This is an optimization exercise on Yosys and OpenROAD, whose aim is small area and a short achievable clock period, not a production implementation.
The RTL was checked by simulation tests, not by an equivalence proof against the original design.

## top_pip
module top_pip(input [15:0] X,Y,
input [3:0] sn_1,
input clk,
input reset,
input [15:0] theta_in,
output reg [3:0] sn_op,
output reg [15:0] theta_op,
output reg [15:0] Xo,Yo);
For scale: ~8,600 cells after synthesis, roughly 510 flip-flops, roughly 110 I/O pins.
Settings: LEC_CHECK=0, ABC_AREA=1, CAP_MARGIN=20, CORE_MARGIN=2, CORE_UTILIZATION=40, SETUP_SLACK_MARGIN=2.0, SLEW_MARGIN=20; clock period 5.5 ns.
standard.sh (not shown) runs the stock make flow with config.mk's settings and CLKGATE_MAP_FILE= SYNTH_SCRIPT=/design/flow/synth_recipe.tcl, a recipe that flattens the netlist after the stock synthesis.
==> flow/flow/run.sh <==
#!/bin/bash
# The standard layout, with Yosys's generic synthesis run without its quick
# ABC pass (SYNTH_ARGS=-noabc): the full adders are then extracted from the
# unmapped logic and need no polarity-fixing inverters.  Everything else,
# including the final ABC mapping, is the standard flow.
set -euo pipefail
bash standard.sh SYNTH_ARGS=-noabc finish > orfs_make.log 2>&1
The first run finished with timing, DRC and antenna clean.
Rerun with:
Settings changed: SETUP_SLACK_MARGIN 2.0 to 1.2.
The changed run passed the timing, design-rule and antenna checks.
Hold slack degrades by 21 ps.
Clock-buffer cell count fell by 8.
Wire length decreases by roughly a tenth.
Flip-flop and latch count stays the same.
Die area does not change.
Maximum frequency shrinks by a few percent.
Global-route usage went down by 2.9 points.
Synthesized area is unchanged.

========
top_pip, a different RTL version from the one above (not shown whole).
Size: roughly 8300 cells after synthesis, roughly 110 I/O pins, about 67000 um2 of cells after synthesis.
Design top_pip, start of the top module:
module top_pip(input [15:0] X,Y,
input [3:0] sn_1,
input clk,
input reset,
input [15:0] theta_in,
output reg [3:0] sn_op,
output reg [15:0] theta_op,
output reg [15:0] Xo,Yo);
wire [14:0] t = theta_in[14:0];
reg  [3:0]  s_c;
reg  [14:0] th_fin;
integer j;
always @* begin
    s_c = 4'd15;
    for (j = 1; j <= 13; j = j + 1)
        if (t[j]) s_c = 15 - j;
    if (t[14]) s_c = 4'd2;
end
always @* begin
    for (j = 0; j <= 12; j = j + 1)
        th_fin[j] = t[j] & ~(t[j+1] & ~|(t >> (j+2)));
    th_fin[13] = t[13];
    th_fin[14] = 1'b0;
    if (t[14]) th_fin = {3'b010, t[11:0]};
end
wire [3:0] p_c = {s_c[2:0], 1'b0} + s_c + 4'd2;    
wire [3:0] s_1 = theta_in[15] ? 4'd15 : s_c;
wire [3:0] p_1 = theta_in[15] ? 4'd15 : p_c;        
wire [15:0] xo_w [1:10];
wire [15:0] yo_w [1:10];
rot1 r1 (.xn(X), .yn(Y), .i(sn_1), .xo(xo_w[1]), .yo(yo_w[1]));
reg [15:0] x2r, y2r;
reg [14:0] th2r;
reg [3:0]  i2r, p2r, c2r, q2r;    
always @(posedge clk) begin
    x2r <= xo_w[1]; y2r <= yo_w[1];
    th2r <= th_fin;
    i2r <= s_1; p2r <= p_1;
    c2r <= s_c; q2r <= p_c;
end
rot r2 (.xn(x2r), .yn(y2r), .i(i2r), .op2(p2r), .xo(xo_w[2]), .yo(yo_w[2]));
wire [14:0] th_w [2:10];
wire [3:0]  i_w  [2:10];
wire [3:0]  p_w  [2:10];
assign th_w[2] = th2r;
assign i_w[2]  = c2r;
assign p_w[2]  = q2r;
genvar k;
generate
    for (k = 3; k <= 10; k = k + 1) begin : st
        reg [15:0] xr, yr;
        reg [14:0] thr;
        reg [3:0]  ir, pr;
        always @(posedge clk) begin
            xr  <= xo_w[k-1];
            yr  <= yo_w[k-1];
            thr <= th_w[k-1];
            ir  <= i_w[k-1];
            pr  <= p_w[k-1];
        end
        rot rk (.xn(xr), .yn(yr), .i(ir), .op2(pr), .xo(xo_w[k]), .yo(yo_w[k]));
        assign th_w[k] = thr;
        assign i_w[k]  = ir;
        assign p_w[k]  = pr;
    end
endgenerate
always @(posedge clk) begin
    if (reset) begin
        Xo <= 0;
        Yo <= 0;
        sn_op <= 0;
        theta_op <= 0;
    end else begin
        Xo <= xo_w[10];
        Yo <= yo_w[10];
  ...
make LEC_CHECK=0 CAP_MARGIN=20 CORE_MARGIN=2 CORE_UTILIZATION=40 SLEW_MARGIN=20 finish   # period 5.5 ns
run.sh (not shown) runs the stock make flow with config.mk's settings and CLKGATE_MAP_FILE= SYNTH_SCRIPT=/design/flow/synth_recipe.tcl, a recipe that flattens the netlist after the stock synthesis.
Stock flow here: none of the scripts above is used.
Edit:
Settings changed: CORE_UTILIZATION 40 to 65.
After rerunning: The new run finished with timing, DRC and antenna clean; routed wire length is lower by 1.2%; register-to-register slack improves by 0.03 ns; setup slack improves by 0.027 ns; area after synthesis is unchanged; worst hold slack improves by 0.0033 ns; count of clock-buffer cells in the layout is lower by 2.
Edit:
==> flow/flow/run.sh (new file) <==
#!/bin/bash
# The standard layout, with two synthesis options changed:
#  - Yosys's generic synthesis runs without its quick ABC pass
#    (SYNTH_ARGS=-noabc), so the full adders are extracted from the unmapped
#    logic and need no polarity-fixing inverters;
#  - the carry-propagate adders use Yosys's own Brent-Kung carry-lookahead
#    instead of the Kogge-Stone extra map (SYNTH_OPERATIONS_ARGS holds only
#    -nofsm, which the standard flow's synthesis passes anyway).
# Everything else, including the final ABC mapping, is the standard flow.
set -euo pipefail
bash standard.sh SYNTH_ARGS=-noabc SYNTH_OPERATIONS_ARGS=-nofsm finish > orfs_make.log 2>&1
==> flow/standard.sh (new file) <==
#!/bin/bash
# synth_recipe.tcl (not shown) runs the flow's synth.tcl, then flattens the netlist and writes it again
# the make line also repeats each setting of config.mk as NAME=value (left out here)
make -C /OpenROAD-flow-scripts/flow DESIGN_CONFIG=/design/flow/config.mk WORK_HOME=/design/flow/orfs CLKGATE_MAP_FILE= SYNTH_SCRIPT=/design/flow/synth_recipe.tcl "${@:-finish}"
Settings changed: CORE_UTILIZATION 65 to 40.
removed: flow/run.sh
Effect:
- wire length shrinks by 3.7%
- setup slack gets worse by 0.11 ns
- via count went down by 16%
- hold slack is worse by 0.0048 ns
- final cell count falls by 7.2%
- die area went up by 50%
- clock-buffer cell count rises by 9
Edit:
==> flow/run.sh (new file) <==
#!/bin/bash
# synth_recipe.tcl (not shown) runs the flow's synth.tcl, then flattens the netlist and writes it again
# the make line also repeats each setting of config.mk as NAME=value (left out here)
make -C /OpenROAD-flow-scripts/flow DESIGN_CONFIG=/design/flow/config.mk WORK_HOME=/design/flow/orfs CLKGATE_MAP_FILE= SYNTH_SCRIPT=/design/flow/synth_recipe.tcl finish
Settings changed: SETUP_SLACK_MARGIN from default to 1.0.
removed: flow/flow/run.sh
removed: flow/standard.sh
The changed run went through all stages and came out clean.
Synthesized cell count goes up by about a fifth.
Core utilization goes up by 3.9 points.
Cell area goes up by about a fifth.

========
RTL: one of the versions met above, not the one the previous note started from.
For scale: about 8600 cells after synthesis, roughly 510 flip-flops, about 110 I/O pins, ~60000 sq um of cells after synthesis.
// top_pip
module top_pip(input [15:0] X,Y,
input [3:0] sn_1,
input clk,
input reset,
input [15:0] theta_in,
output reg [3:0] sn_op,
output reg [15:0] theta_op,
output reg [15:0] Xo,Yo);
clock: 5.5 ns
lec_check: 0
abc_area: 1
cap_margin: 20
core_margin: 2
core_utilization: 40
setup_slack_margin: 0.3
slew_margin: 20
standard.sh (not shown) runs the stock make flow with config.mk's settings and CLKGATE_MAP_FILE= SYNTH_SCRIPT=/design/flow/synth_recipe.tcl, a recipe that flattens the netlist after the stock synthesis.
==> flow/flow/run.sh <==
#!/bin/bash
# The standard layout, with Yosys's generic synthesis run without its quick
# ABC pass (SYNTH_ARGS=-noabc): the full adders are then extracted from the
# unmapped logic and need no polarity-fixing inverters.  Everything else,
# including the final ABC mapping, is the standard flow.
set -euo pipefail
bash standard.sh SYNTH_ARGS=-noabc finish > orfs_make.log 2>&1
The starting point passed the timing, design-rule and antenna checks.
Then changed:
SETUP_SLACK_MARGIN = 1.6   (was 0.3)
Effect: The changed run ran to the end with no violations. Utilization went up by 9.0 points. Global-route usage went up by 0.81 points. Final cell count went up by 4.4%. Critical path depth went up by 7. Routed wire length went up by 8.3%. Clock-buffer cell count went down by 2. Fmax went up by 20%.

========
Starting RTL as in the previous note.
export LEC_CHECK = 0
export ABC_AREA = 1
export CAP_MARGIN = 20
export CORE_MARGIN = 2
export CORE_UTILIZATION = 40
export SETUP_SLACK_MARGIN = 0.8
export SLEW_MARGIN = 20
create_clock -name core_clock -period 5.5 [get_ports {clk}]
Scripts as last shown in full above: flow/flow/run.sh
Then changed:
SETUP_SLACK_MARGIN = 1.0   (was 0.8)
Die area stays the same.
Wire length falls slightly.
Sequential share of layout area goes down by 0.20 points.
Area after synthesis is unchanged.
Register-to-register slack is better by 0.21 ns.
Clock skew stays flat.
Core utilization goes up by 0.71 points.

========
build 64:
top_pip, a different RTL version from the one above (not shown whole).
Size in the first run: about 520 flip-flops, ~110 I/O pins.
Settings: LEC_CHECK=0, CAP_MARGIN=20, CORE_MARGIN=2, CORE_UTILIZATION=40, CTS_BUF_LIST=sky130_fd_sc_hd__clkbuf_8 sky130_fd_sc_hd__clkbuf_4, CTS_CLUSTER_SIZE=24, SLEW_MARGIN=20; clock period 5.5 ns.
Scripts as last shown in full above: flow/flow/run.sh
Setup changes, build 64 to build 45
Settings: CTS_CLUSTER_SIZE removed (was 24); CTS_BUF_LIST removed (was sky130_fd_sc_hd__clkbuf_8 sky130_fd_sc_hd__clkbuf_4); ABC_AREA newly set to 1.
Findings:
The clock buffer count from CTS in build 45 was lower than what build 64 gave.
Count of placed standard cells in the final layout, fillers left out grows by more than 10% when moving from build 64 to build 45.
A source of the critical timing path of st[3].pr[0] is what build 45 shows, while st[3].pr[1] belongs to build 64.
Sort build 45 and build 64 by synthesized cell count, ascending, and build 64 comes first.
Fraction of area in registers in build 45 is 0.76 points above build 64.
The higher cell count after placement came out of build 45.
Relative to build 64, worst max-slew margin expressed relative to the limit has increased by 0.59 points in build 45.
Run comparison: build 64 largest family of logic cells by synthesized area adder cells; build 45 largest family of logic cells by synthesized area simple AND/OR/NAND/NOR gates
Changes in build 94 relative to build 45:
==> flow/flow/run.sh <==
#!/bin/bash
# The standard layout, with two synthesis options changed:
#  - Yosys's generic synthesis runs without its quick ABC pass
#    (SYNTH_ARGS=-noabc), so the full adders are extracted from the unmapped
#    logic and need no polarity-fixing inverters;
#  - the carry-propagate adders use Yosys's own Brent-Kung carry-lookahead
#    instead of the Kogge-Stone extra map (SYNTH_OPERATIONS_ARGS holds only
#    -nofsm, which the standard flow's synthesis passes anyway).
# Everything else, including the final ABC mapping, is the standard flow.
set -euo pipefail
bash standard.sh SYNTH_ARGS=-noabc SYNTH_OPERATIONS_ARGS=-nofsm finish > orfs_make.log 2>&1
Results
Higher die width among build 94 and build 45: build 45
Synthesis-to-layout area growth (higher): build 94
What build 65 does differently from build 94 at the input level:
Settings: clearing ABC_AREA, which used to be 1.
==> flow/flow/run.sh <==
#!/bin/bash
# The standard layout, with Yosys's generic synthesis run without its quick
# ABC pass (SYNTH_ARGS=-noabc): the full adders are then extracted from the
# unmapped logic and need no polarity-fixing inverters.  Everything else,
# including the final ABC mapping, is the standard flow.
set -euo pipefail
bash standard.sh SYNTH_ARGS=-noabc finish > orfs_make.log 2>&1
Findings:
Build 65: full flow OK, the timing, design-rule and antenna checks passed. | wire length | build 65 vs build 94 | 16000 um higher |. Of build 65 and build 94, the run reporting the higher routing usage on met3 was build 94. Delta (build 65 minus build 94): non-clock buffer count picked up an extra 85; vias after detailed routing picked up an extra about 4%. Going from build 94 to build 65, cell area after synthesis grew by a little under 10%. On build 65: clock tree cell share of total cell area is 0.57 points lower than what build 94 gave. Build 65 vs build 94: area growth from synthesis to layout up. Build 94 has lower share of the final layout cell area in multi-input gates than build 65.

========
top_pip with an RTL version that a note above also has.
Size in the first run: about 8600 cells after synthesis, roughly 510 flip-flops, ~60000 um2 of cells after synthesis.
==> flow/design.v (excerpt) <==
module top_pip(input [15:0] X,Y,
input [3:0] sn_1,
input clk,
input reset,
input [15:0] theta_in,
output reg [3:0] sn_op,
output reg [15:0] theta_op,
output reg [15:0] Xo,Yo);
wire [14:0] t = theta_in[14:0];
reg  [3:0]  s_c;
reg  [14:0] th_fin;
integer j;
always @* begin
    s_c = 4'd15;
    for (j = 1; j <= 13; j = j + 1)
        if (t[j]) s_c = 15 - j;
    if (t[14]) s_c = 4'd2;
end
always @* begin
    for (j = 0; j <= 12; j = j + 1)
        th_fin[j] = t[j] & ~(t[j+1] & ~|(t >> (j+2)));
    th_fin[13] = t[13];
    th_fin[14] = 1'b0;
    if (t[14]) th_fin = {3'b010, t[11:0]};
end
wire [3:0] s_1 = theta_in[15] ? 4'd15 : s_c;
wire [15:0] xo_w [1:10];
wire [15:0] yo_w [1:10];
rot1 r1 (.xn(X), .yn(Y), .i(sn_1), .xo(xo_w[1]), .yo(yo_w[1]));
reg [15:0] x2r, y2r;
reg [11:0] th2r;
reg [3:0]  i2r, c2r;    
always @(posedge clk) begin
    x2r <= xo_w[1]; y2r <= yo_w[1];
    th2r <= th_fin[11:0];
    i2r <= s_1;
    c2r <= s_c;
end
  ...
clock: 5.5 ns
lec_check: 0
abc_area: 1
cap_margin: 20
core_margin: 2
core_utilization: 40
setup_slack_margin: 1.35
slew_margin: 20
==> flow/flow/run.sh <==
#!/bin/bash
# The standard layout, with Yosys's generic synthesis run without its quick
# ABC pass (SYNTH_ARGS=-noabc): the full adders are then extracted from the
# unmapped logic and need no polarity-fixing inverters.  Everything else,
# including the final ABC mapping, is the standard flow.
set -euo pipefail
bash standard.sh SYNTH_ARGS=-noabc finish > orfs_make.log 2>&1
Then changed:
CORE_UTILIZATION = 55   (was 40)
SETUP_SLACK_MARGIN = not set   (was 1.35)
The new run passed the timing, design-rule and antenna checks.
Via count shrinks by 2.2%.
Wire length shrinks by 11%.
Register-to-register slack loses 0.91 ns.
Hold slack gets worse by 0.030 ns.
Clock-buffer cell count falls by 2.
Cell area went down by 10%.
Worst setup slack got worse by 0.91 ns.
Die area is lower by 27%.
Cell count decreases by 7.2%.
Then changed:
CORE_UTILIZATION = 40   (was 55)
What happened: Cell area went up by 2.4%. Via count drops by 0.94%. Final cell count went up by 6.3%. First-iteration DRC count came out lower by 13%. Area after synthesis does not change.
Then changed:
==> flow/flow/run.sh (replaced) <==
#!/bin/bash
# The standard layout, with two synthesis options changed:
#  - Yosys's generic synthesis runs without its quick ABC pass
#    (SYNTH_ARGS=-noabc), so the full adders are extracted from the unmapped
#    logic and need no polarity-fixing inverters;
#  - the carry-propagate adders use Yosys's own Brent-Kung carry-lookahead
#    instead of the Kogge-Stone extra map (SYNTH_OPERATIONS_ARGS holds only
#    -nofsm, which the standard flow's synthesis passes anyway).
# Everything else, including the final ABC mapping, is the standard flow.
set -euo pipefail
bash standard.sh SYNTH_ARGS=-noabc SYNTH_OPERATIONS_ARGS=-nofsm finish > orfs_make.log 2>&1
Outcome: The changed run produced a clean layout; die area goes down by 3.1%; final area goes down by 0.77%; wire length goes down by 7.2%; setup slack degrades by 0.32 ns; via count goes down by 5.8%; synthesized area goes down by 3.2%.

==> separate check: timing with driven ports <==
In the flow no input, the clock included, has a driving cell. The finished layouts below were timed again as built, in two steps.
Step 1, drivers: a clkbuf_16 drives clk and a buf_2 each remaining input, both assumed.
Step 2 moves the port delays by t, midway between the first and last clock arrival at a register: inputs arrive t later, outputs are due t later. That takes back most of the time a late clock gives input paths.
Slacks: ideal ports / drivers / drivers and shift; pairs: ideal ports / drivers.
run	shift t [ns]	setup WS [ns]	worst hold slack (ns)	worst setup path at the end
the first run of note 1	0.740	1.439 / 1.439 / 0.811	0.320 / 0.320 / 0.320	input to register
the second run of note 1	0.753	1.334 / 1.334 / 0.629	0.299 / 0.299 / 0.299	input to register
the first run of note 2	0.780	0.221 / 0.221 / -0.239	0.320 / 0.320 / 0.320	input to register
the second run of note 2	0.774	0.248 / 0.248 / -0.333	0.323 / 0.323 / 0.323	input to register
the third run of note 2	0.735	0.142 / 0.142 / -0.454	0.319 / 0.319 / 0.319	input to register
the fourth run of note 2	0.752	0.799 / 0.855 / 0.103	0.319 / 0.319 / 0.319	input to register
the first run of note 3	0.736	0.622 / 0.622 / 0.111	0.324 / 0.324 / 0.324	input to register
the second run of note 3	0.752	1.435 / 1.435 / 0.784	0.325 / 0.325 / 0.325	input to register
the first run of note 4	0.740	0.929 / 0.929 / 0.301	0.322 / 0.322 / 0.322	input to register
the second run of note 4	0.756	1.135 / 1.135 / 0.449	0.316 / 0.316 / 0.316	input to register
build 64	0.897	0.216 / 0.216 / -0.210	0.301 / 0.301 / 0.301	input to register
build 45	0.746	0.554 / 0.554 / -0.097	0.314 / 0.314 / 0.314	input to register
build 94	0.729	0.407 / 0.457 / -0.272	0.314 / 0.314 / 0.314	input to register
build 65	0.751	0.207 / 0.207 / -0.193	0.308 / 0.308 / 0.308	input to register
the first run of note 6	0.758	1.342 / 1.342 / 0.617	0.302 / 0.302 / 0.302	input to register
the second run of note 6	0.746	0.432 / 0.432 / -0.031	0.272 / 0.272 / 0.272	input to register
the third run of note 6	0.736	0.606 / 0.606 / 0.111	0.324 / 0.324 / 0.324	input to register
the fourth run of note 6	0.732	0.288 / 0.288 / -0.351	0.318 / 0.318 / 0.318	input to register
With both steps, setup timing fails in 9 of these runs, where it was met with ideal ports. The setup slack of the first run of note 6, which loses most, moves by 0.000 ns with the drivers and by -0.725 ns with both steps.
